Context: an optimization exercise on an open-source flow, tuned for small area and a short achievable clock period. The choices shown serve that exercise and are no tape-out recipe. Only simulation tests tie the RTL to the original design; equivalence was not proved. No activity file was given, so power comes from the tool's default toggle rates.

## flow/flow/run.sh

```bash
#!/bin/bash
# The standard layout, with the port buffers made as buf_4 instead of the
# default choice (a delay buffer). Runs in the standard flow's work folder.
set -euo pipefail
export BUFFER_PORTS_ARGS="-buffer_cell sky130_fd_sc_hd__buf_4"
bash standard.sh > standard.log 2>&1
```

## flow/standard.sh

```bash
#!/bin/bash
# synth_recipe.tcl (not shown) runs the flow's synth.tcl, then flattens the netlist and writes it again
# the make line also repeats each setting of config.mk as NAME=value (left out here)
make -C /OpenROAD-flow-scripts/flow DESIGN_CONFIG=/design/flow/config.mk WORK_HOME=/design/flow/orfs CLKGATE_MAP_FILE= SYNTH_SCRIPT=/design/flow/synth_recipe.tcl "${@:-finish}"
```

## flow/config.mk

```make
export PLATFORM = sky130hd
export DESIGN_NAME = core
export DESIGN_NICKNAME = core
export VERILOG_FILES = /design/flow/design.v
export SDC_FILE = /design/flow/constraint.sdc
export NUM_CORES = 4
export LEC_CHECK = 0
export CAP_MARGIN = 20
export CORE_MARGIN = 2
export CORE_UTILIZATION = 40
export CTS_CLUSTER_DIAMETER = 80
export CTS_CLUSTER_SIZE = 20
export SETUP_SLACK_MARGIN = 4.0
export SLEW_MARGIN = 20
export SYNTH_HIERARCHICAL = 1
export SYNTH_MINIMUM_KEEP_SIZE = 0
export TNS_END_PERCENT = 5
```

## flow/constraint.sdc

```tcl
create_clock -name core_clock -period 11.5 [get_ports {clk}]
set_input_delay 2.3000 -clock core_clock [delete_from_list [all_inputs] [get_ports {clk}]]
set_output_delay 2.3000 -clock core_clock [all_outputs]
set_load 0.01 [all_outputs]
```

## flow/design.v

```verilog
module core(clk,
            rst_n,
            mem_wen_D,
            mem_addr_D,
            mem_wdata_D,
            mem_rdata_D,
            mem_addr_I,
            mem_rdata_I
);
input         clk, rst_n;
output        mem_wen_D;
output [31:0] mem_addr_D;
output [31:0] mem_wdata_D;
input  [31:0] mem_rdata_D;
output [31:0] mem_addr_I;
input  [31:0] mem_rdata_I;
function [31:0] bswap;
    input [31:0] d;
    bswap = {d[7:0], d[15:8], d[23:16], d[31:24]};
endfunction
wire [31:0] inst = bswap(mem_rdata_I);
wire [4:0]  rs1  = inst[19:15];
wire [4:0]  rs2  = inst[24:20];
wire [4:0]  rd   = inst[11:7];
wire op_lw_n = inst[5];
wire op_sw   = ~inst[6] & inst[5] & ~inst[4];
wire op_beq  = inst[6] & ~inst[2];
wire op_jal  = inst[3];
wire op_jalr = inst[6] & inst[2] & ~inst[3];
wire op_link = inst[2];                       
wire reg_we  = inst[4] | ~inst[5] | inst[2];  
reg  [31:0] pc;
reg  [31:0] rf [1:31];
wire [32*32-1:0] rf_flat;
assign rf_flat[31:0] = 32'b0;
genvar g;
generate
    for (g = 1; g < 32; g = g + 1) begin : flat
        assign rf_flat[g*32 +: 32] = rf[g];
    end
endgenerate
wire [31:0] rdata1, rdata2;
wire [31:0] rdata1_a, rdata2_a;    
rf_port rp1(.sel(rs1), .regs(rf_flat), .q(rdata1_a), .q2(rdata1));
rf_port rp2(.sel(rs2), .regs(rf_flat), .q(rdata2_a), .q2(rdata2));
wire [31:0] imm_ls = {{21{inst[31]}}, inst[30:25], (inst[5] & ~inst[6]) ? inst[11:7] : inst[24:20]};
wire [31:0] addr;
ks_add32 #(.CI(0), .INV(0)) addr_add(.a(rdata1_a), .b(imm_ls), .ci(1'b0), .s(addr));
wire        inv_b  = inst[30] | inst[13] | inst[6];    
wire [31:0] addsub;
ks_add32 #(.CI(1), .INV(1)) alu_add(.a(rdata1), .b(rdata2), .ci(inv_b), .s(addsub));    
wire        lt     = (rdata1[31] ^ rdata2[31]) ? rdata1[31] : addsub[31];
wire [31:0] pc4    = pc + 32'd4;
wire [31:0] imm_bj = inst[3] ? {{12{inst[31]}}, inst[19:12], inst[20], inst[30:21], 1'b0}
                             : {{20{inst[31]}}, inst[7], inst[30:25], inst[11:8], 1'b0};
wire [31:0] pc_tgt = pc + imm_bj;
wire        eq     = rdata1 == rdata2;
wire [31:0] pc_nxt = op_jalr ? {addr[31:1], 1'b0} :
                     (op_jal | (op_beq & eq)) ? pc_tgt : pc4;
wire        r_op    = ~op_link & op_lw_n & ~inst[14];           
wire        sel_add = rst_n & r_op & ~inst[13];
wire        sel_slt = rst_n & r_op & inst[13];
wire [31:0] logic_r = inst[12] ? (rdata1 & rdata2) : (rdata1 | rdata2);
wire [31:0] rest    = {32{rst_n}} & (op_link ? pc4 :
                                    (~op_lw_n ? bswap(mem_rdata_D) :
                                    (inst[14] ? logic_r : 32'b0)));
wire [31:0] wdata_g;
g_ao221 wb0(.a1(addsub[0]), .a2(sel_add), .b1(lt), .b2(sel_slt), .c(rest[0]), .y(wdata_g[0]));
genvar w;
generate
    for (w = 1; w < 32; w = w + 1) begin : wb
        g_ao21 m(.a1(addsub[w]), .a2(sel_add), .b(rest[w]), .y(wdata_g[w]));
    end
endgenerate
always @(posedge clk) begin
    if (~rst_n) pc <= 32'b0;
    else        pc <= pc_nxt;
end
integer j;
always @(posedge clk) begin
    for (j = 1; j < 32; j = j + 1)
        if (~rst_n | (reg_we & (rd == j)))
            rf[j] <= wdata_g;
end
assign mem_addr_I  = pc;
assign mem_wen_D   = op_sw;
assign mem_addr_D  = addr;
assign mem_wdata_D = bswap(rdata2_a);
endmodule
module ks_add32 #(parameter CI = 1, parameter INV = 0) (
    input  [31:0] a,
    input  [31:0] b,
    input         ci,
    output [31:0] s
);
wire [31:0] p0, g0;
wire ci_u = CI ? ci : 1'b0;
ks_pg #(.CI(CI), .INV(INV)) pg(.a(a), .b(b), .ci(ci_u), .p(p0), .g(g0));
wire [31:0] gn1, pn1, g2, p2, gn3, pn3, g4, p4, gn5, pn5;
ks_lvl_n #(.D(1))  l1(.g(g0),  .p(p0),  .go(gn1), .po(pn1));
ks_lvl_p #(.D(2))  l2(.gn(gn1), .pn(pn1), .go(g2),  .po(p2));
ks_lvl_n #(.D(4))  l3(.g(g2),  .p(p2),  .go(gn3), .po(pn3));
ks_lvl_p #(.D(8))  l4(.gn(gn3), .pn(pn3), .go(g4),  .po(p4));
ks_lvl_n #(.D(16)) l5(.g(g4),  .p(p4),  .go(gn5), .po(pn5));
ks_sum #(.CI(CI)) sm(.p(p0), .ci(ci_u), .cn(gn5), .s(s));
endmodule
module ks_pg #(parameter CI = 1, parameter INV = 0) (
    input  [31:0] a,
    input  [31:0] b,
    input         ci,
    output [31:0] p,
    output [31:0] g
);
ks_xor #(.INV(INV)) px(.a(a), .b(b), .inv(ci), .y(p));
ks_gen #(.CI(CI), .INV(INV)) gx(.a(a), .b(b), .ci(ci), .g(g));
endmodule
module ks_xor #(parameter INV = 0) (input [31:0] a, input [31:0] b, input inv, output [31:0] y);
wire i = INV ? inv : 1'b0;
assign y = a ^ b ^ {32{i}};
endmodule
module ks_gen #(parameter CI = 1, parameter INV = 0) (input [31:0] a, input [31:0] b, input ci, output [31:0] g);
wire c = CI ? ci : 1'b0;
wire [31:0] bx = INV ? (b ^ {32{ci}}) : b;
assign g = {a[31:1] & bx[31:1], (a[0] & bx[0]) | ((a[0] | bx[0]) & c)};
endmodule
module ks_lvl_n #(parameter D = 1) (
    input  [31:0] g,
    input  [31:0] p,
    output [31:0] go,
    output [31:0] po
);
localparam [31:0] LOW = (32'd1 << D) - 32'd1;
assign go = ~(g | (p & (g << D)));
assign po = ~(p & ((p << D) | LOW));
endmodule
module ks_lvl_p #(parameter D = 1) (
    input  [31:0] gn,
    input  [31:0] pn,
    output [31:0] go,
    output [31:0] po
);
localparam [31:0] LOW = (32'd1 << D) - 32'd1;
assign go = ~(gn & (pn | (gn << D) | LOW));
assign po = ~(pn | (pn << D));
endmodule
module ks_sum #(parameter CI = 1) (
    input  [31:0] p,
    input         ci,
    input  [31:0] cn,
    output [31:0] s
);
wire c = CI ? ci : 1'b0;
assign s = p ^ {~cn[30:0], c};
endmodule
module rf_port(
    input  [4:0]       sel,
    input  [32*32-1:0] regs,
    output [31:0]      q,
    output [31:0]      q2
);
wire [3:0] lo_n;
wire [7:0] hi_n;
rf_pre2 p2(.s(sel[1:0]), .y_n(lo_n));
rf_pre3 p3(.s(sel[4:2]), .y_n(hi_n));
wire [31:0] oh_l, oh_h;
rf_dec dl(.lo_n(lo_n), .hi_n(hi_n), .oh(oh_l));
rf_dec dh(.lo_n(lo_n), .hi_n(hi_n), .oh(oh_h));
genvar r, k;
generate
    for (k = 0; k < 32; k = k + 1) begin : bt
        wire [31:1] col;
        for (r = 1; r < 32; r = r + 1) begin : c
            assign col[r] = regs[r*32 + k];
        end
        if (k < 16) begin : l
            rf_bit m(.oh(oh_l[31:1]), .d(col), .q(q[k]), .q2(q2[k]));
        end else begin : h
            rf_bit m(.oh(oh_h[31:1]), .d(col), .q(q[k]), .q2(q2[k]));
        end
    end
endgenerate
endmodule
module rf_pre2(input [1:0] s, output [3:0] y_n);
assign y_n = ~(4'd1 << s);
endmodule
module rf_pre3(input [2:0] s, output [7:0] y_n);
assign y_n = ~(8'd1 << s);
endmodule
module rf_dec(input [3:0] lo_n, input [7:0] hi_n, output [31:0] oh);
genvar r;
generate
    for (r = 0; r < 32; r = r + 1) begin : d
        g_nor2 n(.a(lo_n[r % 4]), .b(hi_n[r / 4]), .y(oh[r]));
    end
endgenerate
endmodule
module rf_bit(input [31:1] oh, input [31:1] d, output q, output q2);
wire [3:0] o;
wire [1:0] n;
rf_oct7 g0(.oh(oh[7:1]), .d(d[7:1]), .q(o[0]));
rf_oct g1(.oh(oh[15:8]),  .d(d[15:8]),  .q(o[1]));
rf_oct g2(.oh(oh[23:16]), .d(d[23:16]), .q(o[2]));
rf_oct g3(.oh(oh[31:24]), .d(d[31:24]), .q(o[3]));
g_nor2  n0(.a(o[0]), .b(o[1]), .y(n[0]));
g_nor2  n1(.a(o[2]), .b(o[3]), .y(n[1]));
g_nand2 n2(.a(n[0]), .b(n[1]), .y(q));
g_nand2 n3(.a(n[0]), .b(n[1]), .y(q2));
endmodule
module rf_oct(input [7:0] oh, input [7:0] d, output q);
assign q = |(oh & d);
endmodule
module rf_oct7(input [7:1] oh, input [7:1] d, output q);
assign q = |(oh & d);
endmodule
module g_nor2(input a, input b, output y);
assign y = ~(a | b);
endmodule
module g_nand2(input a, input b, output y);
assign y = ~(a & b);
endmodule
module g_ao21(input a1, input a2, input b, output y);
assign y = (a1 & a2) | b;
endmodule
module g_ao221(input a1, input a2, input b1, input b2, input c, output y);
assign y = (a1 & a2) | (b1 & b2) | c;
endmodule
```

==> flow_summary.json, run 1 <==
{
  "multi_input_area_um2": 22660,
  "dpl-instance-area_um2": 55870,
  "wire_per_inst_um": 31.81,
  "path_class": "primary input to output pin",
  "crit_buf_inv": 3,
  "fp.dieH_um": 361.9,
  "numCtsBuffers": 60,
  "io_pins": 163,
  "nets": 4851,
  "power_density_nw_per_um2": 160.7,
  "hold_path.class": "flop to flop",
  "cp_top_family": "simple AND/OR/NAND/NOR gates",
  "viasPerCell": 6.664,
  "cts_tree": "built",
  "period_share": 0.6941,
  "track_usage": 0.2971,
  "max-slew-margin-rel": 0.2113,
  "p_switching_mw": 3.292,
  "report.final.slew_viol_count": 0,
  "core_area_um2": 127400,
  "path_cells": "buf_6, or3b_4, nor2_4, buf_4, a22oi_1, nand4_1, nor2_4, nand2_2, xor2_4, nand2_2, nor2_4, nand2_1, o21ai_1, a21oi_2, xnor2_2, buf_4",
  "drtPass1Iterations": 7,
  "die_w_um": 361.9,
  "layout.area.seq_um2": 30410,
  "status": "complete, no violations",
  "cp_slowest_cell": "or3b_4",
  "synth.yosys.warnings": 8,
  "htree_levels": 2,
  "nFillCells": 11218,
  "grt_pass1_wl_um": 280500,
  "tns_ns": 0,
  "fp.dieArea_um2": 131000,
  "first_global_vias": 39275,
  "drt_wl_total_um": 203100,
  "max_stage_delay_ns": 0.51,
  "avgSynthCellArea_um2": 12.03,
  "period_needed_ns": 7.982,
  "comb_power_share": 0.286,
  "num_rows": 131,
  "clockPowerShare": 0.225,
  "syn_inst": 4259,
  "drive_above_1_share": 0.1997,
  "endpoint_kind": "output pin",
  "drt_iter0_markers": 6852,
  "dr_total_vias": 42534,
  "syn2layout_area_growth_pct": 19.10,
  "ir_drop_mv": 0.1297,
  "grt_max_degree": 69,
  "cp.arrival_ns": 5.68,
  "dp_hpwl_um": 132600,
  "setup_violations": 0,
  "final_area_um2": 61020,
  "cp-start-kind": "primary input",
  "p_leak_nw": 21.69,
  "critPathRequiredTime_ns": 9.20,
  "hold_viol": 0,
  "power_frac_seq": 0.489,
  "cts_sinks": 1023,
  "stdcell_count": 6383,
  "cap_viol_max_count": 0,
  "hold_ws_ns": 0.6932,
  "clk_latency_ns": 0.70,
  "rsz0062_at_grt": "true",
  "cts.clk_slew.worst_paths_ns": 0.08,
  "grt_overflow": 0,
  "drc_errors": 0,
  "switching_share": 0.3357,
  "cts_root_buf": "clkbuf_16",
  "skew_ns": 0.04464,
  "fmax_mhz": 125.3,
  "path_max_fanout": 9,
  "dp.cells": 6182,
  "worstMarginPinSlew_ns": 1.183,
  "antenna_found_initial": 9,
  "initial_core_util": 0.4023,
  "syn-cell-area_um2": 51240,
  "post_cts_hold_buffer_count": 0,
  "crit_top_cell": "nor2_4",
  "p_int_mw": 6.514,
  "io_buffers": 159,
  "gp_congestion": 1.028,
  "clock_path_buffers": 3,
  "drtAntennaViolNets": 0,
  "synthesis.nets": 4421
}
-- per-stage QoR --
stage / power [mW] / setup slack (ns) / utilization
finish: 9.806 / 3.518 / 0.4791
global route: 10.12 / 3.569 / 0.4790
CTS: 9.673 / 3.763 / 0.4754
detailed placement: 7.258 / 2.202 / 0.4387
global placement: 7.232 / 2.178 / 0.4387
floorplan: 6.238 / 4.233 / -
-- worst min-delay path, delay by kind of cell (launching register included) --
family / cells / cell delay [ns]
flip-flops: 1 / 0.41
AO/OA/AOI/OAI: 1 / 0.08
multiplexers: 1 / 0.16
-- registers in the layout, indices dropped and copies added (netlist names) --
signal and count:
pc 31, rf 992
-- final cells by class --
cell class,count,share of cell area
Sequential cell,1023,0.4983
Inverter,141,0.008674
Clock inverter,9,0.001763
Clock buffer,80,0.02618
Timing Repair Buffer,429,0.05944
Tap cell,1662,0.03408
Antenna cell,5,0.0002050
Multi-Input combinational cell,3034,0.3713
-- power groups by stage --
stage          Sequential (mW)  Clock (mW)  Combinational, mW
6_report                  4.80        2.21               2.80
5_1_grt                   4.84        2.34               2.94
4_1_cts                   4.79        2.22               2.66
3_5_place_dp              4.87           0               2.39
3_3_place_gp              4.85           0               2.38
2_1_floorplan             4.83           0               1.40
-- metal layers --
metal  wire [um]  track usage
met1       79230       0.4127
met2       89840       0.4550
met3       24740      0.06233
met4        9198       0.1180
met5          50            0
-- layout by cell type (no fill, tap or decap), types with 14 or more instances in the layout --
master,instances
o21ai_0,38
o21ai_2,18
xor2_4,25
nand3_1,70
xnor2_2,23
clkbuf_1,19
and2_1,59
a22oi_1,893
buf_6,17
dfxtp_1,31
xor3_1,30
a222oi_1,64
o21ai_4,40
clkbuf_16,61
xnor2_1,57
a21oi_1,152
buf_12,23
nand2b_1,15
a21oi_2,56
edfxtp_1,992
nor2_4,86
nor2_2,56
buf_4,384
a211oi_1,73
nand2_4,22
nor3_1,17
ha_1,95
nand2_2,30
o21ai_1,79
inv_1,137
a21oi_4,15
nand4_1,200
nor2_1,309
nand2_1,244
xor2_1,67
nand3_2,14
a21o_1,37
-- worst paths after layout --
kind	cells past startpoint	end	start	slack, ns
setup / recovery	16	mem_addr_D[21]	mem_rdata_I[10]	3.52
hold / removal	2	pc[1]	pc[1]	0.69
setup reg to reg	13	pc[28]	rf[1][28]	6.46
hold reg to reg	2	pc[1]	pc[1]	0.69
-- timing repair --
action	4_1_cts	5_1_grt
setup endpoints to repair	36	56
pin swaps	120	68
resized for setup	438	74
buffers inserted	90	10
cloned	6	0
==> inputs of run 2 (changes only) <==
--- a/flow/design.v
+++ b/flow/design.v
@@ -40,15 +40,17 @@
     end
 endgenerate
 wire [31:0] rdata1, rdata2;
-wire [31:0] rdata1_a, rdata2_a;    
-rf_port rp1(.sel(rs1), .regs(rf_flat), .q(rdata1_a), .q2(rdata1));
-rf_port rp2(.sel(rs2), .regs(rf_flat), .q(rdata2_a), .q2(rdata2));
+wire [31:0] rdata2_a;              
+wire [31:0] rd1_n0, rd1_n1;        
+wire [31:0] unused_q;
+rf_port rp1(.sel(rs1), .regs(rf_flat), .q(unused_q), .q2(rdata1), .n0(rd1_n0), .n1(rd1_n1));
+rf_port rp2(.sel(rs2), .regs(rf_flat), .q(rdata2_a), .q2(rdata2), .n0(), .n1());
 wire [31:0] imm_ls = {{21{inst[31]}}, inst[30:25], (inst[5] & ~inst[6]) ? inst[11:7] : inst[24:20]};
 wire [31:0] addr;
-ks_add32 #(.CI(0), .INV(0)) addr_add(.a(rdata1_a), .b(imm_ls), .ci(1'b0), .s(addr));
+ks_addr32 addr_add(.an0(rd1_n0), .an1(rd1_n1), .a(rdata1), .b(imm_ls), .s(addr));
 wire        inv_b  = inst[30] | inst[13] | inst[6];    
 wire [31:0] addsub;
-ks_add32 #(.CI(1), .INV(1)) alu_add(.a(rdata1), .b(rdata2), .ci(inv_b), .s(addsub));    
+ks_add32 #(.CI(1), .INV(0)) alu_add(.a(rdata1), .b(rdata2 ^ {32{inv_b}}), .ci(inv_b), .s(addsub));
 wire        lt     = (rdata1[31] ^ rdata2[31]) ? rdata1[31] : addsub[31];
 wire [31:0] pc4    = pc + 32'd4;
 wire [31:0] imm_bj = inst[3] ? {{12{inst[31]}}, inst[19:12], inst[20], inst[30:21], 1'b0}
@@ -104,6 +106,50 @@
 ks_lvl_n #(.D(16)) l5(.g(g4),  .p(p4),  .go(gn5), .po(pn5));
 ks_sum #(.CI(CI)) sm(.p(p0), .ci(ci_u), .cn(gn5), .s(s));
 endmodule
+module ks_addr32(
+    input  [31:0] an0,
+    input  [31:0] an1,
+    input  [31:0] a,
+    input  [31:0] b,
+    output [31:0] s
+);
+wire [31:0] g0, t0, p0;
+ks_gt    gt(.an0(an0), .an1(an1), .b(b), .g(g0), .t(t0));
+ks_xor #(.INV(0)) px(.a(a), .b(b), .inv(1'b0), .y(p0));
+wire [31:0] gn1, pn1, g2, p2, gn3, pn3, g4, p4, gn5, pn5;
+ks_lvl_n #(.D(1))  l1(.g(g0),  .p(t0),  .go(gn1), .po(pn1));
+ks_lvl_p #(.D(2))  l2(.gn(gn1), .pn(pn1), .go(g2),  .po(p2));
+ks_lvl_n #(.D(4))  l3(.g(g2),  .p(p2),  .go(gn3), .po(pn3));
+ks_lvl_p #(.D(8))  l4(.gn(gn3), .pn(pn3), .go(g4),  .po(p4));
+ks_lvl_n #(.D(16)) l5(.g(g4),  .p(p4),  .go(gn5), .po(pn5));
+ks_sum #(.CI(0)) sm(.p(p0), .ci(1'b0), .cn(gn5), .s(s));
+endmodule
+module ks_gt(
+    input  [31:0] an0,
+    input  [31:0] an1,
+    input  [31:0] b,
+    output [31:0] g,
+    output [31:0] t
+);
+wire [31:0] bn;
+ks_inv32 ib(.a(b), .y(bn));
+genvar i;
+generate
+    for (i = 0; i < 32; i = i + 1) begin : b_
+        g_aoi21 ga(.a1(an0[i]), .a2(an1[i]), .b(bn[i]), .y(g[i]));
+        g_nand3 ta(.a(an0[i]), .b(an1[i]), .c(bn[i]), .y(t[i]));
+    end
+endgenerate
+endmodule
+module ks_inv32(input [31:0] a, output [31:0] y);
+assign y = ~a;
+endmodule
+module g_aoi21(input a1, input a2, input b, output y);
+assign y = ~((a1 & a2) | b);
+endmodule
+module g_nand3(input a, input b, input c, output y);
+assign y = ~(a & b & c);
+endmodule
 module ks_pg #(parameter CI = 1, parameter INV = 0) (
     input  [31:0] a,
     input  [31:0] b,
@@ -156,7 +202,9 @@
     input  [4:0]       sel,
     input  [32*32-1:0] regs,
     output [31:0]      q,
-    output [31:0]      q2
+    output [31:0]      q2,
+    output [31:0]      n0,
+    output [31:0]      n1
 );
 wire [3:0] lo_n;
 wire [7:0] hi_n;
@@ -173,9 +221,9 @@
             assign col[r] = regs[r*32 + k];
         end
         if (k < 16) begin : l
-            rf_bit m(.oh(oh_l[31:1]), .d(col), .q(q[k]), .q2(q2[k]));
+            rf_bit m(.oh(oh_l[31:1]), .d(col), .q(q[k]), .q2(q2[k]), .h0(n0[k]), .h1(n1[k]));
         end else begin : h
-            rf_bit m(.oh(oh_h[31:1]), .d(col), .q(q[k]), .q2(q2[k]));
+            rf_bit m(.oh(oh_h[31:1]), .d(col), .q(q[k]), .q2(q2[k]), .h0(n0[k]), .h1(n1[k]));
         end
     end
 endgenerate
@@ -194,7 +242,7 @@
     end
 endgenerate
 endmodule
-module rf_bit(input [31:1] oh, input [31:1] d, output q, output q2);
+module rf_bit(input [31:1] oh, input [31:1] d, output q, output q2, output h0, output h1);
 wire [3:0] o;
 wire [1:0] n;
 rf_oct7 g0(.oh(oh[7:1]), .d(d[7:1]), .q(o[0]));
@@ -205,6 +253,8 @@
 g_nor2  n1(.a(o[2]), .b(o[3]), .y(n[1]));
 g_nand2 n2(.a(n[0]), .b(n[1]), .y(q));
 g_nand2 n3(.a(n[0]), .b(n[1]), .y(q2));
+assign h0 = n[0];
+assign h1 = n[1];
 endmodule
 module rf_oct(input [7:0] oh, input [7:0] d, output q);
 assign q = |(oh & d);
--- a/flow/config.mk
+++ b/flow/config.mk
@@ -10,7 +10,7 @@
 export CORE_UTILIZATION = 40
 export CTS_CLUSTER_DIAMETER = 80
 export CTS_CLUSTER_SIZE = 20
-export SETUP_SLACK_MARGIN = 4.0
+export SETUP_SLACK_MARGIN = 3.5
 export SLEW_MARGIN = 20
 export SYNTH_HIERARCHICAL = 1
 export SYNTH_MINIMUM_KEEP_SIZE = 0
==> flow_summary.json, run 2 <==
{
  "max_stage_delay_ns": 0.55,
  "synthesis.nets": 4429,
  "grt_overflow": 0,
  "report.final.slew_viol_count": 0,
  "max-slew-margin-rel": 0.2055,
  "crit_buf_inv": 4,
  "largest_reg_flops": 992,
  "synth.yosys.warnings": 8,
  "gp_congestion": 0.9702,
  "numCtsBuffers": 59,
  "fp.dieArea_um2": 130000,
  "path_class": "primary input to output pin",
  "clk_latency_ns": 0.70,
  "crit_top_cell": "buf_4",
  "num_rows": 130,
  "endpoint_kind": "output pin",
  "drt_wl_total_um": 197900,
  "syn2layout_area_growth_pct": 13.93,
  "nets": 4767,
  "io_buffers": 159,
  "initial_core_util": 0.4038,
  "period_share": 0.7144,
  "fmax_mhz": 121.7,
  "fp.dieH_um": 360.5,
  "clock_path_buffers": 3,
  "die_w_um": 360.5,
  "ir_drop_mv": 0.1551,
  "rsz0062_at_grt": "true",
  "syn-cell-area_um2": 50840,
  "path_cells": "buf_4, or3b_4, nor2_2, buf_4, a22oi_1, nand4_1, nor2_2, nand3_1, nand2_1, nor2_1, nand2_1, o21ai_1, inv_1, xnor2_1, buf_4",
  "reg2regPathDepth": 14,
  "p_leak_nw": 20.37,
  "cap_viol_max_count": 0,
  "cts.clk_slew.worst_paths_ns": 0.08,
  "cp.arrival_ns": 5.92,
  "period_needed_ns": 8.216,
  "cp_top_family": "simple AND/OR/NAND/NOR gates",
  "tns_ns": 0,
  "track_usage": 0.2913,
  "core_area_um2": 125900,
  "grt_pass1_wl_um": 274700,
  "cts_sinks": 1023,
  "hold_viol": 0,
  "final_cell_mix": "edfxtp_1 (992), a22oi_1 (896), nor2_1 (363)",
  "drc_errors": 0,
  "viasPerCell": 6.650,
  "critPathRequiredTime_ns": 9.20,
  "r2r_slack_ns": 6.24,
  "cts_tree": "built",
  "nFillCells": 11603,
  "setup_violations": 0,
  "power_density_nw_per_um2": 164.2,
  "drive_above_1_share": 0.1423,
  "drtPass1Iterations": 6,
  "cp.depth": 15,
  "avgSynthCellArea_um2": 11.91,
  "io_pins": 163,
  "wire_per_inst_um": 31.52,
  "skew_ns": 0.03359,
  "status": "complete, no violations",
  "final_area_um2": 57920,
  "max_flop_register": "rf",
  "layout_commonest_cell": "edfxtp_1",
  "cts_root_buf": "clkbuf_16",
  "dpl-instance-area_um2": 55450,
  "htree_levels": 2,
  "syn_inst": 4267,
  "reg_top3": "rf (992), pc (31)",
  "worstMarginPinSlew_ns": 1.192,
  "dr_total_vias": 41751,
  "first_global_vias": 38423,
  "cp_slowest_cell": "or3b_4",
  "holdPathStages": 2,
  "hold_path.class": "flop to flop",
  "path_max_fanout": 11,
  "grt_max_degree": 67,
  "cp-start-kind": "primary input",
  "antenna_found_initial": 13,
  "post_cts_hold_buffer_count": 0,
  "drt_iter0_markers": 6415,
  "dp_hpwl_um": 130700,
  "drtAntennaViolNets": 0
}
==> run 2: report_power, final <==
part	internal, mW	switching (mW)	total [mW]	leakage (nW)
Clock	0.975	1.22	2.20	0.803
Sequential	4.58	0.215	4.80	10.4
Combinational	0.772	1.75	2.52	9.14
Total	6.33	3.18	9.51	20.4
==> run 2: worst min-delay path: stages (launching register included) <==
cell and delay [ns]:
dfxtp_1 0.40, nand2_1 0.09, a311oi_1 0.08
==> run 2: layout make-up <==
type / count / area (um2) / share of cell area
timing repair buffer: 330 / 2616 / 0.04517
clock inverter: 8 / 112.6 / 0.001944
multi-input combinational: 3019 / 20520 / 0.3543
tap: 1650 / 2064 / 0.03564
sequential: 1023 / 30410 / 0.5250
inverter: 172 / 645.6 / 0.01115
clock buffer: 71 / 1543 / 0.02663
antenna: 5 / 12.51 / 0.0002160
==> run 2: metal layers <==
| metal | track usage | wire length (um) | vias up |
|---|---|---|---|
| li1 | - | - | 17792 |
| met3 | 0.06062 | 23370 | 390 |
| met1 | 0.4022 | 77790 | 20854 |
| met4 | 0.1162 | 8962 | 12 |
| met2 | 0.4484 | 87700 | 2703 |
| met5 | 0 | 85 | - |
==> run 2: worst paths after layout <==
| check | startpoint | to |
|---|---|---|
| setup reg to reg | rf[8][29] | pc[28] |
| hold reg to reg | pc[1] | pc[1] |
| hold / removal | pc[1] | pc[1] |
| setup / recovery | mem_rdata_I[11] | mem_addr_D[12] |
==> run 2: repair_timing <==
item	CTS	global route
setup buffers	17	4
gates resized for setup	71	53
cloned	1	0
setup endpoints to repair	32	30
pin swaps	8	4
==> run 2: through the flow <==
stage / utilization / power, mW / cells / hold WS, ns / worst slack [ns]
2_1_floorplan: - / 6.196 / 4267 / 0.5263 / 4.498
3_3_place_gp: 0.4402 / 7.216 / 6171 / 0.5757 / 2.608
3_5_place_dp: 0.4404 / 7.250 / 6172 / 0.5869 / 2.591
4_1_cts: 0.4577 / 9.414 / 6269 / 0.5978 / 3.333
5_1_grt: 0.4600 / 9.817 / 6274 / 0.6288 / 3.291
6_report: 0.4601 / 9.511 / 6278 / 0.6070 / 3.284
==> inputs of run 3 (changes only) <==
--- a/flow/config.mk
+++ b/flow/config.mk
@@ -5,13 +5,13 @@
 export SDC_FILE = /design/flow/constraint.sdc
 export NUM_CORES = 4
 export LEC_CHECK = 0
-export CAP_MARGIN = 20
+export CAP_MARGIN = 10
 export CORE_MARGIN = 2
 export CORE_UTILIZATION = 40
 export CTS_CLUSTER_DIAMETER = 80
 export CTS_CLUSTER_SIZE = 20
 export SETUP_SLACK_MARGIN = 3.5
-export SLEW_MARGIN = 20
+export SLEW_MARGIN = 10
 export SYNTH_HIERARCHICAL = 1
 export SYNTH_MINIMUM_KEEP_SIZE = 0
 export TNS_END_PERCENT = 5
==> flow_summary.json, run 3 <==
{
  "status": "complete, no violations",
  "drive_above_1_share": 0.1371,
  "tns_ns": 0,
  "dp.cells": 6171,
  "grt_max_degree": 67,
  "synth.yosys.warnings": 8,
  "hold_path.class": "flop to flop",
  "cp.arrival_ns": 5.89,
  "period_share": 0.7124,
  "grt_pass1_wl_um": 274300,
  "io_buffers": 159,
  "period_needed_ns": 8.192,
  "fp.dieH_um": 360.5,
  "first_global_vias": 38402,
  "cts_sinks": 1023,
  "fp.dieArea_um2": 130000,
  "path_max_fanout": 16,
  "cts.clk_slew.worst_paths_ns": 0.07,
  "ir_drop_mv": 0.1314,
  "largest_reg_flops": 992,
  "max-slew-margin-rel": 0.08224,
  "drt_iter0_markers": 6304,
  "power_frac_seq": 0.504,
  "grt_overflow": 0,
  "cap_viol_max_count": 0,
  "drtAntennaViolNets": 0,
  "dp_hpwl_um": 130700,
  "cp-start-kind": "primary input",
  "drc_errors": 0,
  "endpoint_kind": "output pin",
  "stdcell_count": 6270,
  "fmax_mhz": 122.1,
  "cts_tree": "built",
  "layout_commonest_cell": "edfxtp_1",
  "path_class": "primary input to output pin",
  "comb_power_share": 0.264,
  "syn_inst": 4267,
  "syn-cell-area_um2": 50840,
  "hold_ws_ns": 0.5984,
  "num_rows": 130,
  "numCtsBuffers": 59,
  "power_density_nw_per_um2": 164.6,
  "final_cell_mix": "edfxtp_1 (992), a22oi_1 (896), nor2_1 (366)",
  "die_w_um": 360.5,
  "p_switching_mw": 3.181,
  "dr_total_vias": 41784,
  "htree_levels": 2,
  "setup_violations": 0,
  "synthesis.nets": 4429,
  "syn2layout_area_growth_pct": 13.72,
  "drtPass1Iterations": 9,
  "initial_core_util": 0.4038,
  "nets": 4763,
  "wire_per_inst_um": 31.54,
  "report.final.slew_viol_count": 0,
  "max_flop_register": "rf",
  "p_int_mw": 6.335,
  "rsz0062_at_grt": "true",
  "p_leak_nw": 20.37,
  "reg_top3": "rf (992), pc (31)",
  "drt_wl_total_um": 197800,
  "cts_root_buf": "clkbuf_16",
  "p_total_mw": 9.516,
  "core_area_um2": 125900,
  "clockPowerShare": 0.232,
  "gp_congestion": 0.9702,
  "antenna_found_initial": 15,
  "io_pins": 163,
  "dpl-instance-area_um2": 55420,
  "track_usage": 0.2912,
  "worstMarginPinSlew_ns": 1.377,
  "clk_latency_ns": 0.70,
  "avgSynthCellArea_um2": 11.91,
  "switching_share": 0.3343,
  "viasPerCell": 6.664,
  "final_area_um2": 57820,
  "skew_ns": 0.03771,
  "hold_viol": 0,
  "critPathRequiredTime_ns": 9.20,
  "clock_path_buffers": 3
}
[run 3: final cells by class]
| cell class | instances | area (um2) |
|---|---|---|
| diodes | 4 | 10.01 |
| clock buffers | 67 | 1506 |
| clock inverters | 9 | 172.7 |
| fillers | 11692 | 68080 |
| inverters | 172 | 645.6 |
| multi-input cells | 3019 | 20470 |
| flip-flops and latches | 1023 | 30410 |
| well taps | 1650 | 2064 |
| repair buffers | 326 | 2545 |
[run 3: layer usage]
metal  wire, um  GRT usage  vias up
li1           -          -    17778
met1      77360     0.4006    20855
met2      87840     0.4510     2744
met3      24030    0.06329      391
met4       8432     0.1099       16
met5        111          0        -
[run 3: final timing paths]
kind | start | endpoint | slack (ns) | cells after the start
min | pc[1] | pc[1] | 0.60 | 2
max reg2reg | rf[1][31] | pc[28] | 6.22 | 14
max | mem_rdata_I[9] | mem_addr_D[17] | 3.31 | 16
min reg2reg | pc[1] | pc[1] | 0.60 | 2
[run 3: critical path, stage by stage]
cell      delay, ns
buf_4          0.18
nand3b_1       0.21
buf_12         0.14
nor2_1         0.05
buf_4          0.23
a22oi_1        0.26
nand4_1        0.40
nor2_4         0.31
nand3_1        0.15
a21oi_1        0.28
o21ai_1        0.17
a21oi_1        0.31
o21ai_1        0.13
a21oi_2        0.15
xnor2_1        0.35
buf_4          0.24
[run 3: per-stage QoR]
stage,worst slack [ns],util
final,3.308,0.4593
after global routing,3.318,0.4592
after CTS,3.316,0.4565
after detailed placement,2.561,0.4402
after global placement,2.608,0.4402
after floorplan,4.498,-
[run 3: power by group through the flow]
stage,registers (mW),clock network [mW],logic [mW]
2_1_floorplan,4.83,0,1.36
3_3_place_gp,4.85,0,2.37
3_5_place_dp,4.87,0,2.38
4_1_cts,4.79,2.22,2.41
5_1_grt,4.84,2.35,2.65
6_report,4.80,2.21,2.51
[run 3: what timing repair did]
| action | 4_1_cts | 5_1_grt |
|---|---|---|
| pin swaps | 3 | 7 |
| setup buffers | 11 | 7 |
| gates resized for setup | 67 | 49 |
| endpoints found under the setup margin | 32 | 31 |
| hold buffers | 0 | 0 |
| cloned | 1 | 0 |
==> inputs of run 4 (changes only) <==
--- a/flow/design.v
+++ b/flow/design.v
@@ -56,9 +56,11 @@
 wire [31:0] imm_bj = inst[3] ? {{12{inst[31]}}, inst[19:12], inst[20], inst[30:21], 1'b0}
                              : {{20{inst[31]}}, inst[7], inst[30:25], inst[11:8], 1'b0};
 wire [31:0] pc_tgt = pc + imm_bj;
-wire        eq     = rdata1 == rdata2;
-wire [31:0] pc_nxt = op_jalr ? {addr[31:1], 1'b0} :
-                     (op_jal | (op_beq & eq)) ? pc_tgt : pc4;
+wire        eq;
+eq32 cmp(.a(rdata1), .b(rdata2), .eq(eq));
+wire        to_tgt = op_jal | (op_beq & eq);
+wire [31:0] pc_br  = to_tgt ? pc_tgt : pc4;
+wire [31:0] pc_nxt = op_jalr ? {addr[31:1], 1'b0} : pc_br;
 wire        r_op    = ~op_link & op_lw_n & ~inst[14];           
 wire        sel_add = rst_n & r_op & ~inst[13];
 wire        sel_slt = rst_n & r_op & inst[13];
@@ -274,3 +276,27 @@
 module g_ao221(input a1, input a2, input b1, input b2, input c, output y);
 assign y = (a1 & a2) | (b1 & b2) | c;
 endmodule
+module eq32(input [31:0] a, input [31:0] b, output eq);
+wire [31:0] x;
+wire [15:0] l1;
+wire [7:0]  l2;
+wire [3:0]  l3;
+wire [1:0]  l4;
+ks_xor #(.INV(0)) dx(.a(a), .b(b), .inv(1'b0), .y(x));
+genvar i;
+generate
+    for (i = 0; i < 16; i = i + 1) begin : e1
+        g_nor2 n(.a(x[2*i]), .b(x[2*i+1]), .y(l1[i]));
+    end
+    for (i = 0; i < 8; i = i + 1) begin : e2
+        g_nand2 n(.a(l1[2*i]), .b(l1[2*i+1]), .y(l2[i]));
+    end
+    for (i = 0; i < 4; i = i + 1) begin : e3
+        g_nor2 n(.a(l2[2*i]), .b(l2[2*i+1]), .y(l3[i]));
+    end
+    for (i = 0; i < 2; i = i + 1) begin : e4
+        g_nand2 n(.a(l3[2*i]), .b(l3[2*i+1]), .y(l4[i]));
+    end
+endgenerate
+g_nor2 e5(.a(l4[0]), .b(l4[1]), .y(eq));
+endmodule
==> flow/config.mk (replaced) <==
export PLATFORM = sky130hd
export DESIGN_NAME = core
export DESIGN_NICKNAME = core
export VERILOG_FILES = /design/flow/design.v
export SDC_FILE = /design/flow/constraint.sdc
export NUM_CORES = 4
export LEC_CHECK = 0
export CAP_MARGIN = 20
export CORE_MARGIN = 2
export CORE_UTILIZATION = 40
export CTS_CLUSTER_DIAMETER = 80
export CTS_CLUSTER_SIZE = 20
export SETUP_SLACK_MARGIN = 3.5
export SLEW_MARGIN = 20
export SYNTH_HIERARCHICAL = 1
export SYNTH_MINIMUM_KEEP_SIZE = 0
export TNS_END_PERCENT = 100
==> flow_summary.json, run 4 <==
{
  "dr_total_vias": 42092,
  "period_share": 0.7035,
  "tns_ns": 0,
  "io_pins": 163,
  "max-slew-margin-rel": 0.1420,
  "drtPass1Iterations": 6,
  "htree_levels": 2,
  "grt_max_degree": 64,
  "largest_reg_flops": 992,
  "fp.dieH_um": 359.7,
  "io_buffers": 159,
  "cp.arrival_ns": 5.79,
  "r2r_slack_ns": 6.66,
  "setup_violations": 0,
  "drt_iter0_markers": 6436,
  "drc_errors": 0,
  "cts.clk_slew.worst_paths_ns": 0.07,
  "max_stage_delay_ns": 0.52,
  "crit_top_cell": "buf_4",
  "synthesis.nets": 4396,
  "worstMarginPinSlew_ns": 1.284,
  "cp-start-kind": "primary input",
  "cp_slowest_cell": "xnor2_1",
  "cts_tree": "built",
  "clock_path_buffers": 3,
  "cp_top_family": "simple AND/OR/NAND/NOR gates",
  "p_leak_nw": 20.45,
  "num_rows": 130,
  "wire_per_inst_um": 31.28,
  "path_cells": "buf_4, or3_4, nor2_1, buf_4, a222oi_1, nand3_1, nor2_4, nand3_1, nand2_1, nor2_1, nand2_1, o21ai_1, a21oi_2, xnor2_1, buf_4",
  "initial_core_util": 0.4030,
  "status": "complete, no violations",
  "max_flop_register": "rf",
  "fp.dieArea_um2": 129400,
  "path_class": "primary input to output pin",
  "hold_path.class": "flop to flop",
  "cap_viol_max_count": 0,
  "nets": 4763,
  "report.final.slew_viol_count": 0,
  "period_needed_ns": 8.090,
  "final_cell_mix": "edfxtp_1 (992), a22oi_1 (899), nor2_1 (414)",
  "fin_util": 0.4635,
  "syn_inst": 4296,
  "avgSynthCellArea_um2": 11.78,
  "synth.yosys.warnings": 8,
  "antenna_found_initial": 9,
  "drive_above_1_share": 0.1518,
  "rsz0062_at_grt": "true",
  "numCtsBuffers": 61,
  "ir_drop_mv": 0.1290,
  "dpl-instance-area_um2": 55260,
  "cts_root_buf": "clkbuf_16",
  "dp_hpwl_um": 133400,
  "cts_sinks": 1023,
  "endpoint_kind": "output pin",
  "critPathRequiredTime_ns": 9.20,
  "fmax_mhz": 123.6,
  "viasPerCell": 6.634,
  "die_w_um": 359.7,
  "drtAntennaViolNets": 0,
  "syn-cell-area_um2": 50610,
  "track_usage": 0.2935,
  "core_area_um2": 125600,
  "grt_overflow": 0,
  "power_density_nw_per_um2": 166.0,
  "gp_congestion": 0.9886,
  "grt_pass1_wl_um": 274700,
  "clk_latency_ns": 0.72,
  "layout_commonest_cell": "edfxtp_1",
  "reg_top3": "rf (992), pc (31)",
  "drt_wl_total_um": 198500,
  "crit_buf_inv": 3,
  "path_max_fanout": 12,
  "skew_ns": 0.05372,
  "first_global_vias": 38565,
  "hold_viol": 0,
  "syn2layout_area_growth_pct": 15.01,
  "final_area_um2": 58200
}
-- run 4: worst paths after layout --
kind / from / endpoint / depth (start not counted)
setup / recovery: mem_rdata_I[11] / mem_addr_D[21] / 15
hold / removal: pc[1] / pc[1] / 2
setup reg to reg: rf[1][18] / rf[27][0] / 15
hold reg to reg: pc[1] / pc[1] / 2
-- run 4: layer usage --
layer / wire length (um) / global-route usage
met5: 75 / 0
met4: 9310 / 0.1218
met3: 25100 / 0.07819
met2: 87530 / 0.4469
met1: 76470 / 0.3966
-- run 4: stage by stage --
| step | hold slack [ns] | worst slack, ns | power, mW | instances |
|---|---|---|---|---|
| after global routing | 0.6672 | 3.383 | 9.982 | 6340 |
| after CTS | 0.6409 | 3.504 | 9.534 | 6322 |
| final | 0.6613 | 3.410 | 9.662 | 6345 |
| after global placement | 0.6170 | 2.633 | 7.287 | 6208 |
| after detailed placement | 0.6366 | 2.603 | 7.319 | 6208 |
| after floorplan | 0.5271 | 4.498 | 6.257 | 4296 |
-- run 4: timing repair --
action / CTS / global route
endpoints found under the setup margin: 32 / 29
buffers inserted: 22 / 16
hold buffers: 0 / 0
pin swaps: 16 / 23
gates cloned: 2 / 0
endpoints found under the hold margin: 0 / 0
gates resized for setup: 102 / 62
-- run 4: final cells by class --
class                   count  area [um2]
flip-flops and latches   1023       30410
repair buffers            357        2863
clock buffers              79        1594
well taps                1650        2064
multi-input cells        3080       20580
inverters                 140       525.5
fillers                 11498       67370
clock inverters            11       151.4
diodes                      5       12.51
-- run 4: tightest hold or removal path: stages, from the launching register on --
cell and delay [ns]:
dfxtp_1 0.43, nand2_1 0.11, a311oi_1 0.08
-- run 4: power breakdown --
group	total, mW	leakage, nW	internal [mW]	switching [mW]
registers	4.81	10.4	4.59	0.220
clock network	2.23	0.845	0.990	1.24
logic	2.62	9.18	0.809	1.81
total	9.66	20.4	6.39	3.27
==> inputs of run 5 (changes only) <==
--- a/flow/config.mk
+++ b/flow/config.mk
@@ -14,4 +14,4 @@
 export SLEW_MARGIN = 20
 export SYNTH_HIERARCHICAL = 1
 export SYNTH_MINIMUM_KEEP_SIZE = 0
-export TNS_END_PERCENT = 100
+export TNS_END_PERCENT = 30
==> flow_summary.json, run 5 <==
{
  "status": "complete, no violations",
  "cts_tree": "built",
  "drt_wl_total_um": 198400,
  "initial_core_util": 0.4030,
  "max_flop_register": "rf",
  "clockPowerShare": 0.232,
  "clk_latency_ns": 0.71,
  "synth.yosys.warnings": 8,
  "dr_total_vias": 41872,
  "grt_max_degree": 64,
  "reg_top3": "rf (992), pc (31)",
  "p_leak_nw": 20.34,
  "numCtsBuffers": 61,
  "largest_reg_flops": 992,
  "num_rows": 130,
  "drtAntennaViolNets": 0,
  "nFillCells": 11521,
  "cp-start-kind": "primary input",
  "p_switching_mw": 3.260,
  "path_max_fanout": 16,
  "switching_share": 0.3383,
  "drt_iter0_markers": 6482,
  "grt_overflow": 0,
  "layout_commonest_cell": "edfxtp_1",
  "reg2regPathDepth": 15,
  "period_needed_ns": 8.122,
  "crit-reg2reg-launch": "rf[13][12]",
  "hold_start": "pc[1]",
  "first_global_vias": 38561,
  "period_share": 0.7063,
  "holdPathStages": 2,
  "grt_pass1_wl_um": 274700,
  "comb_power_share": 0.269,
  "cts_sinks": 1023,
  "fp.dieArea_um2": 129400,
  "syn_inst": 4296,
  "syn-cell-area_um2": 50610,
  "viasPerCell": 6.604,
  "tns_ns": 0,
  "io_pins": 163,
  "p_int_mw": 6.375,
  "rr_endpoint": "rf[14][0]",
  "report.final.slew_viol_count": 0,
  "syn2layout_area_growth_pct": 14.67,
  "fin_util": 0.4622,
  "hold_viol": 0,
  "worstHoldEndpoint": "pc[1]",
  "max-slew-margin-rel": 0.1548,
  "io_buffers": 159,
  "nets": 4755,
  "htree_levels": 2,
  "cp.arrival_ns": 5.82,
  "wire_per_inst_um": 31.30,
  "antenna_found_initial": 9,
  "worst_slack_ns": 3.378,
  "path_class": "primary input to output pin",
  "synthesis.nets": 4396,
  "dp_hpwl_um": 133400,
  "setup_violations": 0,
  "drive_above_1_share": 0.1455,
  "drc_errors": 0,
  "track_usage": 0.2935,
  "core_area_um2": 125600,
  "rsz0062_at_grt": "true",
  "r2r_slack_ns": 6.58,
  "cts.clk_slew.worst_paths_ns": 0.07,
  "cap_viol_max_count": 0,
  "ir_drop_mv": 0.1284,
  "place_ws_ns": 2.603,
  "final_cell_mix": "edfxtp_1 (992), a22oi_1 (899), nor2_1 (416)",
  "fp.dieH_um": 359.7,
  "p_total_mw": 9.635,
  "avgSynthCellArea_um2": 11.78,
  "critPathRequiredTime_ns": 9.20,
  "die_w_um": 359.7,
  "cts_root_buf": "clkbuf_16",
  "power_density_nw_per_um2": 166.0,
  "drtPass1Iterations": 7,
  "endpoint_kind": "output pin",
  "clock_path_buffers": 3,
  "skew_ns": 0.05113,
  "power_frac_seq": 0.499,
  "hold_path.class": "flop to flop",
  "gp_congestion": 0.9886,
  "worstMarginPinSlew_ns": 1.265,
  "fmax_mhz": 123.1
}
-- run 5: how the worst max path moves through the flow --
| stage | endpoint | slack (ns) | startpoint |
|---|---|---|---|
| after global routing | mem_addr_D[3] | 3.27 | mem_rdata_I[10] |
| final | mem_addr_D[17] | 3.38 | mem_rdata_I[23] |
| after floorplan | mem_addr_D[30] | 4.50 | mem_rdata_I[11] |
| after CTS | mem_addr_D[22] | 3.40 | mem_rdata_I[8] |
| after detailed placement | mem_addr_D[9] | 2.60 | mem_rdata_I[8] |
| after global placement | mem_addr_D[9] | 2.63 | mem_rdata_I[8] |
-- run 5: layer usage --
| layer | vias to the layer above | track usage | wire length, um |
|---|---|---|---|
| met5 | - | 0 | 39 |
| met2 | 2615 | 0.4467 | 87750 |
| met3 | 353 | 0.07780 | 24960 |
| li1 | 18010 | - | - |
| met4 | 6 | 0.1223 | 8993 |
| met1 | 20888 | 0.3969 | 76680 |
-- run 5: through the flow --
stage               hold WS (ns)  cells  area, um2
floorplan                 0.5271   4296      50610
global placement          0.6170   6208      55260
detailed placement        0.6366   6208      55260
CTS                       0.6409   6320      57580
global route              0.6672   6332      58010
finish                    0.6612   6340      58030
-- run 5: timing repair --
action	in CTS	in global routing
pin swaps	13	16
buffers inserted	20	9
gates cloned	2	0
hold buffers	0	0
resized for setup	86	55
setup endpoints to repair	32	31
-- run 5: power by group through the flow --
stage / combinational (mW) / sequential, mW / clock (mW)
after floorplan: 1.41 / 4.85 / 0
after global placement: 2.42 / 4.86 / 0
after detailed placement: 2.43 / 4.88 / 0
after CTS: 2.48 / 4.80 / 2.24
after global routing: 2.72 / 4.85 / 2.38
final: 2.59 / 4.81 / 2.23
-- run 5: cell type report --
type                            instances  area, um2  area share
Sequential cell                      1023      30410      0.5240
Clock buffer                           79       1594     0.02747
Inverter                              140      525.5    0.009055
Timing Repair Buffer                  349       2810     0.04842
Clock inverter                         11      151.4    0.002609
Antenna cell                            8      20.02   0.0003450
Multi-Input combinational cell       3080      20460      0.3525
Tap cell                             1650       2064     0.03557
-- run 5: worst max-delay path: stages --
cell and delay, ns:
buf_4 0.15, nand2b_1 0.17, buf_12 0.21, nor2_1 0.08, buf_4 0.22, a22oi_1 0.26, nand4_1 0.37, nor2_4 0.32
nand3_1 0.19, a21oi_2 0.19, o21ai_1 0.14, a21oi_1 0.28, o21ai_1 0.13, a21oi_2 0.22, xnor2_1 0.34, buf_4 0.24
==> inputs of run 6 (changes only) <==
--- a/flow/design.v
+++ b/flow/design.v
@@ -231,10 +231,30 @@
 endgenerate
 endmodule
 module rf_pre2(input [1:0] s, output [3:0] y_n);
-assign y_n = ~(4'd1 << s);
+wire [1:0] sn;
+g_inv i0(.a(s[0]), .y(sn[0]));
+g_inv i1(.a(s[1]), .y(sn[1]));
+genvar k;
+generate
+    for (k = 0; k < 4; k = k + 1) begin : o
+        g_nand2 n(.a(k[0] ? s[0] : sn[0]), .b(k[1] ? s[1] : sn[1]), .y(y_n[k]));
+    end
+endgenerate
 endmodule
 module rf_pre3(input [2:0] s, output [7:0] y_n);
-assign y_n = ~(8'd1 << s);
+wire [2:0] sn;
+g_inv i0(.a(s[0]), .y(sn[0]));
+g_inv i1(.a(s[1]), .y(sn[1]));
+g_inv i2(.a(s[2]), .y(sn[2]));
+genvar k;
+generate
+    for (k = 0; k < 8; k = k + 1) begin : o
+        g_nand3 n(.a(k[0] ? s[0] : sn[0]), .b(k[1] ? s[1] : sn[1]), .c(k[2] ? s[2] : sn[2]), .y(y_n[k]));
+    end
+endgenerate
+endmodule
+module g_inv(input a, output y);
+assign y = ~a;
 endmodule
 module rf_dec(input [3:0] lo_n, input [7:0] hi_n, output [31:0] oh);
 genvar r;
--- a/flow/config.mk
+++ b/flow/config.mk
@@ -14,4 +14,4 @@
 export SLEW_MARGIN = 20
 export SYNTH_HIERARCHICAL = 1
 export SYNTH_MINIMUM_KEEP_SIZE = 0
-export TNS_END_PERCENT = 30
+export TNS_END_PERCENT = 100
==> flow_summary.json, run 6 <==
{
  "cts_root_buf": "clkbuf_16",
  "dp.cells": 6241,
  "period_share": 0.6981,
  "multi_input_area_um2": 20690,
  "cts_sinks": 1023,
  "drtPass1Iterations": 9,
  "hold_viol": 0,
  "cp_slowest_cell": "a222oi_1",
  "antenna_found_initial": 12,
  "core_area_um2": 125600,
  "largest_reg_flops": 992,
  "worst_slack_ns": 3.472,
  "track_usage": 0.2953,
  "first_global_vias": 38676,
  "gp_congestion": 1.013,
  "fp.dieH_um": 359.8,
  "report.final.slew_viol_count": 0,
  "crit_buf_inv": 4,
  "status": "complete, no violations",
  "max-slew-margin-rel": 0.1755,
  "syn2layout_area_growth_pct": 14.89,
  "htree_levels": 2,
  "fp.dieArea_um2": 129400,
  "cts.clk_slew.worst_paths_ns": 0.09,
  "dpl-instance-area_um2": 55370,
  "path_class": "primary input to output pin",
  "final_area_um2": 58160,
  "fin_util": 0.4632,
  "max_stage_delay_ns": 0.40,
  "place_ws_ns": 2.683,
  "cap_viol_max_count": 0,
  "path_cells": "buf_6, clkinvlp_4, nand3_4, nor2_1, buf_4, a222oi_1, nand3_1, nor2_4, nand3_1, a21oi_2, o21ai_1, a21oi_1, o21ai_1, a21oi_2, xnor2_2, buf_4",
  "wire_per_inst_um": 31.38,
  "initial_core_util": 0.4032,
  "clock_path_buffers": 3,
  "fmax_mhz": 124.6,
  "synth.yosys.warnings": 8,
  "numCtsBuffers": 59,
  "syn_inst": 4318,
  "viasPerCell": 6.670,
  "clk_latency_ns": 0.71,
  "layout.area.seq_um2": 30410,
  "drt_wl_total_um": 199100,
  "period_needed_ns": 8.028,
  "num_rows": 130,
  "cts_tree": "built",
  "dr_total_vias": 42325,
  "ir_drop_mv": 0.1432,
  "cp.arrival_ns": 5.73,
  "p_leak_nw": 20.51,
  "r2r_slack_ns": 6.58,
  "drt_iter0_markers": 7062,
  "avgSynthCellArea_um2": 11.72,
  "path_max_fanout": 16,
  "hold_ws_ns": 0.6241,
  "power_density_nw_per_um2": 165.8,
  "cp-start-kind": "primary input",
  "p_total_mw": 9.645,
  "io_pins": 163,
  "dp_hpwl_um": 131800,
  "rsz0062_at_grt": "true",
  "drtAntennaViolNets": 0,
  "cp_top_family": "compound AO/OA/AOI/OAI gates",
  "endpoint_kind": "output pin",
  "critPathRequiredTime_ns": 9.20,
  "hold_path.class": "flop to flop",
  "setup_violations": 0,
  "grt_overflow": 0,
  "die_w_um": 359.8,
  "reg_top3": "rf (992), pc (31)",
  "syn-cell-area_um2": 50630,
  "drc_errors": 0,
  "drive_above_1_share": 0.1538,
  "max_flop_register": "rf",
  "layout_commonest_cell": "edfxtp_1",
  "nets": 4769,
  "post_cts_hold_buffer_count": 0,
  "nFillCells": 11483,
  "tns_ns": 0,
  "io_buffers": 159,
  "grt_max_degree": 64,
  "grt_pass1_wl_um": 277600,
  "worstMarginPinSlew_ns": 1.237,
  "synthesis.nets": 4418,
  "final_cell_mix": "edfxtp_1 (992), a22oi_1 (896), nor2_1 (413)",
  "skew_ns": 0.04337,
  "stdcell_count": 6346
}
## run 6: worst reg2reg max path: stages (launching register included)
cell and delay [ns]:
edfxtp_1 0.41, a22oi_1 0.21, nand4_1 0.21, nor2_1 0.50, nand2_1 0.38, xnor2_1 0.32
xor2_1 0.46, nand2_1 0.18, o21ai_1 0.23, a21oi_1 0.09, o21ai_1 0.29, inv_1 0.09
xnor2_1 0.17, a21o_1 0.96
## run 6: repair_timing
item	in CTS	in global routing
gates resized for setup	104	103
setup endpoints to repair	31	31
pin swaps	6	29
setup buffers	4	11
## run 6: cell type report
type,count,area share
Sequential cell,1023,0.5228
Clock buffer,70,0.02646
Clock inverter,9,0.002108
Tap cell,1650,0.03549
Inverter,150,0.009874
Timing Repair Buffer,353,0.04713
Antenna cell,9,0.0003872
Multi-Input combinational cell,3082,0.3557
## run 6: path summary, 6_finish.rpt
check,end,depth (start not counted),start
hold reg to reg,pc[1],2,pc[1]
hold / removal,pc[1],2,pc[1]
setup / recovery,mem_addr_D[25],16,mem_rdata_I[10]
setup reg to reg,rf[19][14],13,rf[11][5]
## run 6: metal layers
| metal | wire length [um] | GRT usage | part of all wire |
|---|---|---|---|
| met2 | 88310 | 0.4551 | 0.44 |
| met3 | 26220 | 0.07944 | 0.13 |
| met4 | 8216 | 0.1016 | 0.041 |
| met5 | 151 | 0.004440 | 0.00076 |
| met1 | 76240 | 0.4017 | 0.38 |
## run 6: where the power goes
group          leakage [nW]  total [mW]  switching (mW)  internal [mW]
combinational          9.27        2.64            1.82          0.822
sequential             10.4        4.81           0.222           4.59
clock                 0.810        2.19            1.22          0.974
==> inputs of run 7 (changes only) <==
--- a/flow/config.mk
+++ b/flow/config.mk
@@ -10,7 +10,7 @@
 export CORE_UTILIZATION = 40
 export CTS_CLUSTER_DIAMETER = 80
 export CTS_CLUSTER_SIZE = 20
-export SETUP_SLACK_MARGIN = 3.5
+export SETUP_SLACK_MARGIN = 3.75
 export SLEW_MARGIN = 20
 export SYNTH_HIERARCHICAL = 1
 export SYNTH_MINIMUM_KEEP_SIZE = 0
==> flow_summary.json, run 7 <==
{
  "status": "complete, no violations",
  "drive_above_1_share": 0.1892,
  "grt_pass1_wl_um": 279200,
  "post_cts_hold_buffer_count": 0,
  "rsz0062_at_grt": "true",
  "dpl-instance-area_um2": 55370,
  "nFillCells": 11275,
  "synth.yosys.warnings": 8,
  "nets": 4839,
  "synthesis.nets": 4418,
  "report.final.slew_viol_count": 0,
  "drt_iter0_markers": 6959,
  "viasPerCell": 6.677,
  "reg2regPathDepth": 13,
  "syn-cell-area_um2": 50630,
  "fmax_mhz": 127.2,
  "p_leak_nw": 21.19,
  "avgSynthCellArea_um2": 11.72,
  "drc_errors": 0,
  "antenna_found_initial": 13,
  "io_pins": 163,
  "skew_ns": 0.04056,
  "cts_tree": "built",
  "worstMarginPinSlew_ns": 1.291,
  "dp_hpwl_um": 131800,
  "crit-reg2reg-launch": "rf[11][5]",
  "grt_max_degree": 64,
  "syn2layout_area_growth_pct": 18.34,
  "first_global_vias": 38983,
  "hold_path.class": "flop to flop",
  "numCtsBuffers": 59,
  "max-slew-margin-rel": 0.1391,
  "worstHoldEndpoint": "pc[1]",
  "tns_ns": 0,
  "syn_inst": 4318,
  "hold_ws_ns": 0.6289,
  "path_max_fanout": 16,
  "cap_viol_max_count": 0,
  "cts_sinks": 1023,
  "num_rows": 130,
  "layout.area.seq_um2": 30410,
  "cp.arrival_ns": 5.56,
  "hold_start": "pc[1]",
  "period_needed_ns": 7.864,
  "rr_endpoint": "rf[18][14]",
  "critPathRequiredTime_ns": 9.20,
  "reg_top3": "rf (992), pc (31)",
  "period_share": 0.6838,
  "clock_path_buffers": 3,
  "clk_latency_ns": 0.70,
  "drt_wl_total_um": 202100,
  "holdPathStages": 2,
  "core_area_um2": 125600,
  "die_w_um": 359.8,
  "wire_per_inst_um": 31.52,
  "ir_drop_mv": 0.1437,
  "grt_overflow": 0,
  "final_area_um2": 59910,
  "endpoint_kind": "output pin",
  "hold_viol": 0,
  "max_flop_register": "rf",
  "fp.dieH_um": 359.8,
  "r2r_slack_ns": 6.49,
  "power_density_nw_per_um2": 163.8,
  "cp-start-kind": "primary input",
  "layout_commonest_cell": "edfxtp_1",
  "track_usage": 0.2967,
  "largest_reg_flops": 992,
  "initial_core_util": 0.4032,
  "io_buffers": 159,
  "drtPass1Iterations": 8,
  "dr_total_vias": 42819,
  "gp_congestion": 1.013,
  "multi_input_area_um2": 21630,
  "cts.clk_slew.worst_paths_ns": 0.09,
  "fp.dieArea_um2": 129400,
  "path_class": "primary input to output pin",
  "drtAntennaViolNets": 0,
  "htree_levels": 2,
  "cts_root_buf": "clkbuf_16",
  "final_cell_mix": "edfxtp_1 (992), a22oi_1 (880), nor2_1 (402)",
  "setup_violations": 0
}
[run 7: per-stage QoR]
stage | cells | power (mW) | setup WS [ns] | utilization
3_5_place_dp | 6241 | 7.321 | 2.683 | 0.4410
5_1_grt | 6408 | 10.12 | 3.609 | 0.4770
2_1_floorplan | 4318 | 6.268 | 4.676 | -
4_1_cts | 6341 | 9.564 | 3.732 | 0.4638
6_report | 6413 | 9.814 | 3.636 | 0.4771
3_3_place_gp | 6241 | 7.296 | 2.724 | 0.4409
[run 7: layout make-up]
| cell class | count | area share |
|---|---|---|
| tap | 1650 | 0.03446 |
| clock buffer | 70 | 0.02569 |
| timing repair buffer | 421 | 0.05944 |
| clock inverter | 9 | 0.002047 |
| antenna | 6 | 0.0002506 |
| sequential | 1023 | 0.5076 |
| multi-input combinational | 3084 | 0.3610 |
| inverter | 150 | 0.009586 |
[run 7: report_power, final]
part | switching, mW | leakage, nW | internal (mW)
registers | 0.224 | 10.4 | 4.59
logic | 1.90 | 9.95 | 0.914
clock network | 1.22 | 0.810 | 0.973
[run 7: what timing repair did]
action	4_1_cts	5_1_grt
pin swaps	46	122
gates resized for setup	222	208
endpoints found under the setup margin	31	29
gates cloned	2	5
setup buffers	19	59
[run 7: worst max path at each step]
| stage | startpoint | to | cells past startpoint |
|---|---|---|---|
| 6_report | mem_rdata_I[9] | mem_addr_D[26] | 16 |
| 3_5_place_dp | mem_rdata_I[9] | mem_addr_D[9] | 14 |
| 3_3_place_gp | mem_rdata_I[9] | mem_addr_D[9] | 14 |
| 4_1_cts | mem_rdata_I[23] | mem_addr_D[9] | 17 |
| 5_1_grt | mem_rdata_I[8] | mem_addr_D[29] | 19 |
| 2_1_floorplan | mem_rdata_I[11] | mem_addr_D[30] | 13 |
[run 7: layer usage]
| layer | global-route usage | vias up | wire, um |
|---|---|---|---|
| met4 | 0.1059 | 16 | 9131 |
| met1 | 0.4031 | 21206 | 77010 |
| met5 | 0 | - | 106 |
| met3 | 0.07924 | 414 | 26650 |
| li1 | - | 18195 | - |
| met2 | 0.4572 | 2988 | 89250 |
[run 7: worst max-delay path: stages]
cell and delay (ns):
buf_16 0.12, clkinvlp_4 0.18, nand3_4 0.24, nor2_1 0.10, buf_6 0.18, a22oi_1 0.22
nand4_1 0.41, nor2_4 0.29, nand3_2 0.16, a21oi_2 0.21, o21ai_2 0.09, a21oi_2 0.21
o21ai_2 0.13, a21oi_2 0.25, xnor2_2 0.25, buf_4 0.20
==> inputs of run 8 (changes only) <==
--- a/flow/config.mk
+++ b/flow/config.mk
@@ -7,10 +7,10 @@
 export LEC_CHECK = 0
 export CAP_MARGIN = 20
 export CORE_MARGIN = 2
-export CORE_UTILIZATION = 40
+export CORE_UTILIZATION = 45
 export CTS_CLUSTER_DIAMETER = 80
 export CTS_CLUSTER_SIZE = 20
-export SETUP_SLACK_MARGIN = 3.75
+export SETUP_SLACK_MARGIN = 3.5
 export SLEW_MARGIN = 20
 export SYNTH_HIERARCHICAL = 1
 export SYNTH_MINIMUM_KEEP_SIZE = 0
==> flow_summary.json, run 8 <==
{
  "status": "complete, no violations",
  "rr_endpoint": "rf[9][0]",
  "layout.area.seq_um2": 30410,
  "p_leak_nw": 20.64,
  "cp_top_family": "simple AND/OR/NAND/NOR gates",
  "post_cts_hold_buffer_count": 0,
  "period_needed_ns": 8.059,
  "switching_share": 0.3404,
  "max_flop_register": "rf",
  "report.final.slew_viol_count": 0,
  "gp_congestion": 0.9857,
  "power_frac_seq": 0.496,
  "drt_iter0_markers": 6619,
  "fp.dieArea_um2": 115200,
  "synth.yosys.warnings": 8,
  "dpl-instance-area_um2": 55080,
  "cap_viol_max_count": 0,
  "dr_total_vias": 42460,
  "clock_path_buffers": 3,
  "ir_drop_mv": 0.1367,
  "cp.arrival_ns": 5.76,
  "p_total_mw": 9.702,
  "clockPowerShare": 0.228,
  "cp-start-kind": "primary input",
  "fp.dieH_um": 339.4,
  "clk_latency_ns": 0.72,
  "crit-reg2reg-launch": "rf[10][4]",
  "syn2layout_area_growth_pct": 15.86,
  "avgSynthCellArea_um2": 11.72,
  "max-slew-margin-rel": 0.1956,
  "core_area_um2": 112000,
  "path_max_fanout": 16,
  "multi_input_area_um2": 21050,
  "antenna_found_initial": 6,
  "htree_levels": 2,
  "fmax_mhz": 124.1,
  "die_w_um": 339.4,
  "viasPerCell": 6.847,
  "crit_buf_inv": 3,
  "first_global_vias": 38855,
  "drtPass1Iterations": 6,
  "final_area_um2": 58660,
  "hold_start": "pc[1]",
  "grt_pass1_wl_um": 277700,
  "place_ws_ns": 2.444,
  "worstHoldEndpoint": "pc[1]",
  "path_class": "primary input to output pin",
  "cts_sinks": 1023,
  "initial_core_util": 0.4519,
  "cts_root_buf": "clkbuf_16",
  "critPathRequiredTime_ns": 9.20,
  "period_share": 0.7007,
  "comb_power_share": 0.276,
  "syn_inst": 4318,
  "cp_slowest_cell": "nand3_1",
  "layout_commonest_cell": "edfxtp_1",
  "hold_ws_ns": 0.5876,
  "hold_path.class": "flop to flop",
  "p_switching_mw": 3.302,
  "hold_viol": 0,
  "worstMarginPinSlew_ns": 1.204,
  "num_rows": 123,
  "grt_max_degree": 64,
  "p_int_mw": 6.400,
  "rsz0062_at_grt": "true",
  "holdPathStages": 2,
  "reg_top3": "rf (992), pc (31)",
  "cts.clk_slew.worst_paths_ns": 0.09,
  "numCtsBuffers": 60,
  "cp.depth": 15,
  "syn-cell-area_um2": 50630,
  "wire_per_inst_um": 32.34,
  "drc_errors": 0,
  "io_pins": 163,
  "grt_overflow": 0,
  "drt_wl_total_um": 200500,
  "power_density_nw_per_um2": 165.4,
  "setup_violations": 0,
  "track_usage": 0.3327,
  "nets": 4778,
  "cts_tree": "built",
  "synthesis.nets": 4418,
  "skew_ns": 0.04393,
  "io_buffers": 159,
  "drtAntennaViolNets": 0,
  "drive_above_1_share": 0.1693,
  "nFillCells": 9936,
  "r2r_slack_ns": 6.59,
  "endpoint_kind": "output pin",
  "max_stage_delay_ns": 0.48,
  "dp_hpwl_um": 132600,
  "tns_ns": 0,
  "worst_slack_ns": 3.441,
  "path_cells": "buf_6, nand3_1, nor2_1, buf_4, a22oi_1, nand4_1, nor2_4, nand3_4, nand2_1, nor2_1, nand2_1, o21ai_2, a21oi_2, xnor2_2, buf_4",
  "largest_reg_flops": 992,
  "final_cell_mix": "edfxtp_1 (992), a22oi_1 (894), nor2_1 (375)",
  "reg2regPathDepth": 15
}
[run 8: changes by cell type in the layout (fill, tap and decap cells not counted), moves of 12 or more]
cell     change
o21ai_1     +20
a22oi_1     +14
nor2_2      +34
buf_6       -22
buf_4       -38
a22oi_2     -14
nor2_1      -27
a21oi_1     +12
nand3_1     +17
a21oi_4     -19
o21ai_2     -19
[run 8: stage by stage]
step | cells | utilization
6_report | 6201 | 0.5235
5_1_grt | 6199 | 0.5235
4_1_cts | 6158 | 0.5150
3_5_place_dp | 6066 | 0.4916
3_3_place_gp | 6064 | 0.4913
2_1_floorplan | 4318 | -
[run 8: tightest hold or removal path, cell delays in order, from the launching register on]
cell and delay [ns]:
dfxtp_1 0.38, nand2_1 0.08, a311oi_1 0.08
[run 8: power groups by stage]
stage / Clock, mW / Combinational [mW] / Sequential, mW
4_1_cts: 2.23 / 2.52 / 4.80
3_5_place_dp: 0 / 2.44 / 4.88
6_report: 2.22 / 2.68 / 4.81
3_3_place_gp: 0 / 2.43 / 4.86
2_1_floorplan: 0 / 1.42 / 4.84
5_1_grt: 2.36 / 2.81 / 4.85
[run 8: worst max-delay path by stage]
stage                         start        endpoint
finish               mem_rdata_I[9]  mem_addr_D[28]
CTS                 mem_rdata_I[23]  mem_addr_D[18]
detailed placement   mem_rdata_I[8]  mem_addr_D[26]
floorplan           mem_rdata_I[11]  mem_addr_D[30]
global route        mem_rdata_I[23]  mem_addr_D[27]
global placement     mem_rdata_I[8]  mem_addr_D[27]
[run 8: cell type report]
type	count	share of cell area
diodes	6	0.0002560
clock buffers	69	0.02654
inverters	150	0.009919
well taps	1500	0.03200
multi-input cells	3084	0.3589
repair buffers	359	0.05154
flip-flops and latches	1023	0.5184
clock inverters	10	0.002453
[run 8: timing repair]
item / CTS / global route
cloned: 0 / 3
hold endpoints to repair: 0 / 0
endpoints found under the setup margin: 32 / 30
pin swaps: 29 / 71
buffers inserted: 13 / 34
gates resized for setup: 157 / 112
[run 8: layer usage]
metal	GRT usage	wire [um]	up-vias	part of all wire
met1	0.4624	77800	21127	0.39
met4	0.1160	8392	4	0.042
li1	-	-	18041	-
met3	0.07992	25510	393	0.13
met5	0	17	-	0.000085
met2	0.5112	88830	2895	0.44

Setup slack of run 8, layout unchanged: 3.441 ns with ideal ports, 3.398 ns with driving cells assumed (clock clkbuf_16, inputs buf_2), 3.365 ns with port delays also shifted by the 0.775 ns mid clock arrival.
